Context: an optimization exercise on an open-source flow, tuned for small area, a short achievable clock period and few clock cycles. The choices shown serve that exercise and are no tape-out recipe. Only simulation tests tie the RTL to the original design; equivalence was not proved. Power figures rest on the tool's default switching activity, not on a simulated workload.

==> inputs of run a <==
==> flow/design.v (excerpt) <==
module cube_solver (
    input  wire        clk,
    input  wire        rst,
    input  wire        run,
    input  wire [11:0] lo,
    input  wire [11:0] hi,
    output wire [11:0] total_found,
    output reg         solver_done
);
==> module cube_solver, before the edit <==
module cube_solver (
    input  wire        clk,
    input  wire        rst,
    input  wire        run,
    input  wire [11:0] lo,
    input  wire [11:0] hi,
    output wire [11:0] total_found,
    output reg         solver_done
);
    function automatic gt12(input [11:0] a, input [11:0] b);
        reg [15:0] g, l;
        integer k, w;
        begin
            g = 16'd0;
            l = 16'd0;
            for (k = 0; k < 12; k = k + 1) begin
                g[k] = a[k] & ~b[k];
                l[k] = ~a[k] & b[k];
            end
            for (w = 1; w < 16; w = w * 2)
                for (k = 0; k + w < 16; k = k + 2 * w) begin
                    g[k] = g[k + w] | (~l[k + w] & g[k]);
                    l[k] = l[k + w] | (~g[k + w] & l[k]);
                end
            gt12 = g[0];
        end
    endfunction
    wire [6:0] q_w, s_w;
    wire       pred_w;
    cube_qtab u_qtab (
        .x00(hi[11]), .x01(hi[10]), .x02(hi[9]), .x03(hi[8]), .x04(hi[7]), .x05(hi[6]),
        .x06(hi[5]),  .x07(hi[4]),  .x08(hi[3]), .x09(hi[2]), .x10(hi[1]), .x11(hi[0]),
        .z0(q_w[6]), .z1(q_w[5]), .z2(q_w[4]), .z3(q_w[3]), .z4(q_w[2]), .z5(q_w[1]), .z6(q_w[0])
    );
    cube_pred u_pred (
        .x00(hi[11]), .x01(hi[10]), .x02(hi[9]), .x03(hi[8]), .x04(hi[7]), .x05(hi[6]),
        .x06(hi[5]),  .x07(hi[4]),  .x08(hi[3]), .x09(hi[2]), .x10(hi[1]), .x11(hi[0]),
        .z0(pred_w)
    );
    cube_stab u_stab (
        .x00(lo[11]), .x01(lo[10]), .x02(lo[9]), .x03(lo[8]), .x04(lo[7]), .x05(lo[6]),
        .x06(lo[5]),  .x07(lo[4]),  .x08(lo[3]), .x09(lo[2]), .x10(lo[1]), .x11(lo[0]),
        .z0(s_w[6]), .z1(s_w[5]), .z2(s_w[4]), .z3(s_w[3]), .z4(s_w[2]), .z5(s_w[1]), .z6(s_w[0])
    );
    reg [6:0] q_hi;      
    reg [6:0] s_lo;      
    reg       hi_hit;    
    reg       in_order;  
    always @(posedge clk) begin
        if (rst)
            solver_done <= 1'b0;
        else if (run)
            solver_done <= 1'b1;
        if (run) begin
            q_hi     <= q_w;
            s_lo     <= s_w;
            hi_hit   <= pred_w;
            in_order <= !gt12(lo, hi);
        end
    end
    wire [2:0] extra = {in_order, in_order & hi_hit, in_order ^ hi_hit};
    wire [6:0] count = q_hi + s_lo + {4'd0, extra};
    assign total_found = {5'd0, count};
endmodule
Settings: LEC_CHECK=0, ABC_AREA=1, CAP_MARGIN=20, CORE_MARGIN=2, CORE_UTILIZATION=60, CTS_BUF_LIST=sky130_fd_sc_hd__clkbuf_4, CTS_CLUSTER_DIAMETER=100, CTS_CLUSTER_SIZE=30, PLACE_DENSITY=0.8, SETUP_SLACK_MARGIN=1.5, SLEW_MARGIN=20; clock period 5.0 ns.
standard.sh (not shown) runs the stock make flow with config.mk's settings and CLKGATE_MAP_FILE= SYNTH_SCRIPT=/design/flow/synth_recipe.tcl, a recipe that flattens the netlist after the stock synthesis.
==> flow/flow/run.sh <==
#!/bin/bash
# The standard layout (standard.sh) with two changes:
#  - plain buf_1 cells as the port buffers instead of the buffer that
#    buffer_ports picks by default (timing repair still resizes the ones on
#    critical paths);
#  - no ADDER_MAP_FILE, so Yosys does not cut half/full adders out of the
#    logic before ABC maps it: ABC maps the adders with the rest.
# Output of make and every tool it runs goes to flow_make.log here; ORFS's
# per-step logs stay under orfs/logs.
set -euo pipefail
export BUFFER_PORTS_ARGS="-buffer_cell sky130_fd_sc_hd__buf_1"
export ADDER_MAP_FILE=
bash standard.sh > flow_make.log 2>&1
==> inputs of run b, as changes to run a <==
--- a/flow/design.v
+++ b/flow/design.v
@@ -59,7 +59,27 @@
         end
     end
     wire [2:0] extra = {in_order, in_order & hi_hit, in_order ^ hi_hit};
-    wire [6:0] count = q_hi + s_lo + {4'd0, extra};
+    wire [6:0] e3 = {4'd0, extra};
+    wire [6:0] xs = q_hi ^ s_lo ^ e3;
+    wire [6:0] ys = {(q_hi[5:0] & s_lo[5:0]) | (q_hi[5:0] & e3[5:0]) | (s_lo[5:0] & e3[5:0]), 1'b0};
+    wire [6:0] pg = xs ^ ys;     
+    wire [6:0] gg = xs & ys;     
+    function automatic [6:0] carries(input [6:0] g, input [6:0] p);
+        integer i, d;
+        reg [6:0] gk, pk;
+        begin
+            gk = g;
+            pk = p;
+            for (d = 1; d < 7; d = d * 2)
+                for (i = 6; i >= d; i = i - 1) begin
+                    gk[i] = gk[i] | (pk[i] & gk[i - d]);
+                    pk[i] = pk[i] & pk[i - d];
+                end
+            carries = gk;
+        end
+    endfunction
+    wire [6:0] gk = carries(gg, pg);
+    wire [6:0] count = pg ^ {gk[5:0], 1'b0};
     assign total_found = {5'd0, count};
 endmodule
 module cube_qtab ( 
==> flow/flow/run.sh (replaced) <==
#!/bin/bash
# The standard layout (standard.sh) with two changes:
#  - plain buf_2 cells as the port buffers instead of the buffer that
#    buffer_ports picks by default (timing repair still resizes the ones on
#    critical paths);
#  - no ADDER_MAP_FILE, so Yosys does not cut half/full adders out of the
#    logic before ABC maps it: ABC maps the adders with the rest.
# Output of make and every tool it runs goes to flow_make.log here; ORFS's
# per-step logs stay under orfs/logs.
set -euo pipefail
export BUFFER_PORTS_ARGS="-buffer_cell sky130_fd_sc_hd__buf_2"
export ADDER_MAP_FILE=
bash standard.sh > flow_make.log 2>&1
Settings changed: SETUP_SLACK_MARGIN 1.5 to 2.0.
==> summary of the runs <==
Sequential power is about the same in run b and run a. In run b the synthesized area is higher than in run a, by about 2.3%. Of run b and run a, run b has the higher total power (gap 3.9%, measured against run a). Setup slack: run b is higher than run a (0.32 ns). Via count: run a is larger than run b (about 0.45%). Register-to-register slack is about the same in run b and run a. Of run a and run b, run b has the higher maximum frequency (gap about 10%, measured against run b). Of run a and run b, run a has the higher sequential share of layout area (gap 0.60 points). Against run b, the die area of run a is smaller by about 2%. Between run a and run b, the lower cell area is in run a (gap about 4%, measured against run b).
Testbench counts of run a, summed over its fixed seeds: cycles 128.
Testbench counts of run b, summed over its fixed seeds: cycles 128.


==> inputs of 02-27 <==
Starting RTL as in the previous note.
export LEC_CHECK = 0
export ABC_AREA = 1
export CAP_MARGIN = 20
export CORE_MARGIN = 2
export CORE_UTILIZATION = 60
export PLACE_DENSITY = 0.8
export SETUP_SLACK_MARGIN = 1.7
export SLEW_MARGIN = 20
create_clock -name core_clock -period 5.0 [get_ports {clk}]
==> flow/flow/run.sh <==
#!/bin/bash
# The standard layout (standard.sh) with two changes:
#  - plain buf_1 cells as the port buffers instead of the buffer that
#    buffer_ports picks by default (timing repair still resizes the ones on
#    critical paths);
#  - no ADDER_MAP_FILE, so Yosys does not cut half/full adders out of the
#    logic before ABC maps it: ABC maps the adders with the rest.
# Output of make and every tool it runs goes to flow_make.log here; ORFS's
# per-step logs stay under orfs/logs.
set -euo pipefail
export BUFFER_PORTS_ARGS="-buffer_cell sky130_fd_sc_hd__buf_1"
export ADDER_MAP_FILE=
bash standard.sh > flow_make.log 2>&1
==> 12-17: changes against 02-27 <==
--- a/flow/design.v
+++ b/flow/design.v
@@ -61,3 +61,23 @@
     wire [2:0] extra = {in_order, in_order & hi_hit, in_order ^ hi_hit};
-    wire [6:0] count = q_hi + s_lo + {4'd0, extra};
+    wire [6:0] e3 = {4'd0, extra};
+    wire [6:0] xs = q_hi ^ s_lo ^ e3;
+    wire [6:0] ys = {(q_hi[5:0] & s_lo[5:0]) | (q_hi[5:0] & e3[5:0]) | (s_lo[5:0] & e3[5:0]), 1'b0};
+    wire [6:0] pg = xs ^ ys;     
+    wire [6:0] gg = xs & ys;     
+    function automatic [6:0] carries(input [6:0] g, input [6:0] p);
+        integer i, d;
+        reg [6:0] gk, pk;
+        begin
+            gk = g;
+            pk = p;
+            for (d = 1; d < 7; d = d * 2)
+                for (i = 6; i >= d; i = i - 1) begin
+                    gk[i] = gk[i] | (pk[i] & gk[i - d]);
+                    pk[i] = pk[i] & pk[i - d];
+                end
+            carries = gk;
+        end
+    endfunction
+    wire [6:0] gk = carries(gg, pg);
+    wire [6:0] count = pg ^ {gk[5:0], 1'b0};
     assign total_found = {5'd0, count};
--- a/flow/flow/run.sh
+++ b/flow/flow/run.sh
@@ -2,3 +2,3 @@
 # The standard layout (standard.sh) with two changes:
-#  - plain buf_1 cells as the port buffers instead of the buffer that
+#  - plain buf_2 cells as the port buffers instead of the buffer that
 #    buffer_ports picks by default (timing repair still resizes the ones on
@@ -10,3 +10,3 @@
 set -euo pipefail
-export BUFFER_PORTS_ARGS="-buffer_cell sky130_fd_sc_hd__buf_1"
+export BUFFER_PORTS_ARGS="-buffer_cell sky130_fd_sc_hd__buf_2"
 export ADDER_MAP_FILE=
CTS_BUF_LIST = sky130_fd_sc_hd__clkbuf_4   (was default)
CTS_CLUSTER_DIAMETER = 100   (was default)
CTS_CLUSTER_SIZE = 30   (was default)
==> results.txt <==
Of 12-17 and 02-27, 02-27 has the higher via count (gap about 3.7%, measured against 02-27).
In flip-flop and latch count, 02-27 and 12-17 do not differ.
In 02-27 the non-clock buffer count is higher than in 12-17, by 1.
Clock power: 12-17 is lower than 02-27 (about 25%).
Against 12-17, the cell count of 02-27 is lower by about 0.4%.
Between 02-27 and 12-17, the lower critical path depth is in 02-27 (gap 2).
Testbench counts of 02-27, summed over its fixed seeds: cycles 128.
Testbench counts of 12-17, summed over its fixed seeds: cycles 128.

[re-timing with driven ports]
In the flow no input, the clock included, has a driving cell. The finished layouts below were timed again as built, in two steps. Step 1 sets driving cells, clkbuf_16 on the clock port and buf_2 on the other inputs (assumed; they add their load-dependent delay and slew). Step 2, shift: input delay + t, output delay - t, t = (earliest + latest rising clock arrival at the registers) / 2. This alone moves slack from input paths to output paths. Three values: ideal ports, drivers, drivers and shift; two values: the first two.
run	shift t [ns]	setup WS [ns]	pins driven straight from the clock port
run a	0.310	1.713 / 1.711 / 1.401	1
run b	0.294	2.037 / 2.015 / 1.968	1
02-27	0.271	1.772 / 1.773 / 1.502	1
12-17	0.293	1.976 / 1.954 / 1.944	1
After both steps every run listed still meets setup and hold. For run a, which loses most, drivers alone change the setup slack by -0.002 ns; drivers and shift together by -0.312 ns.
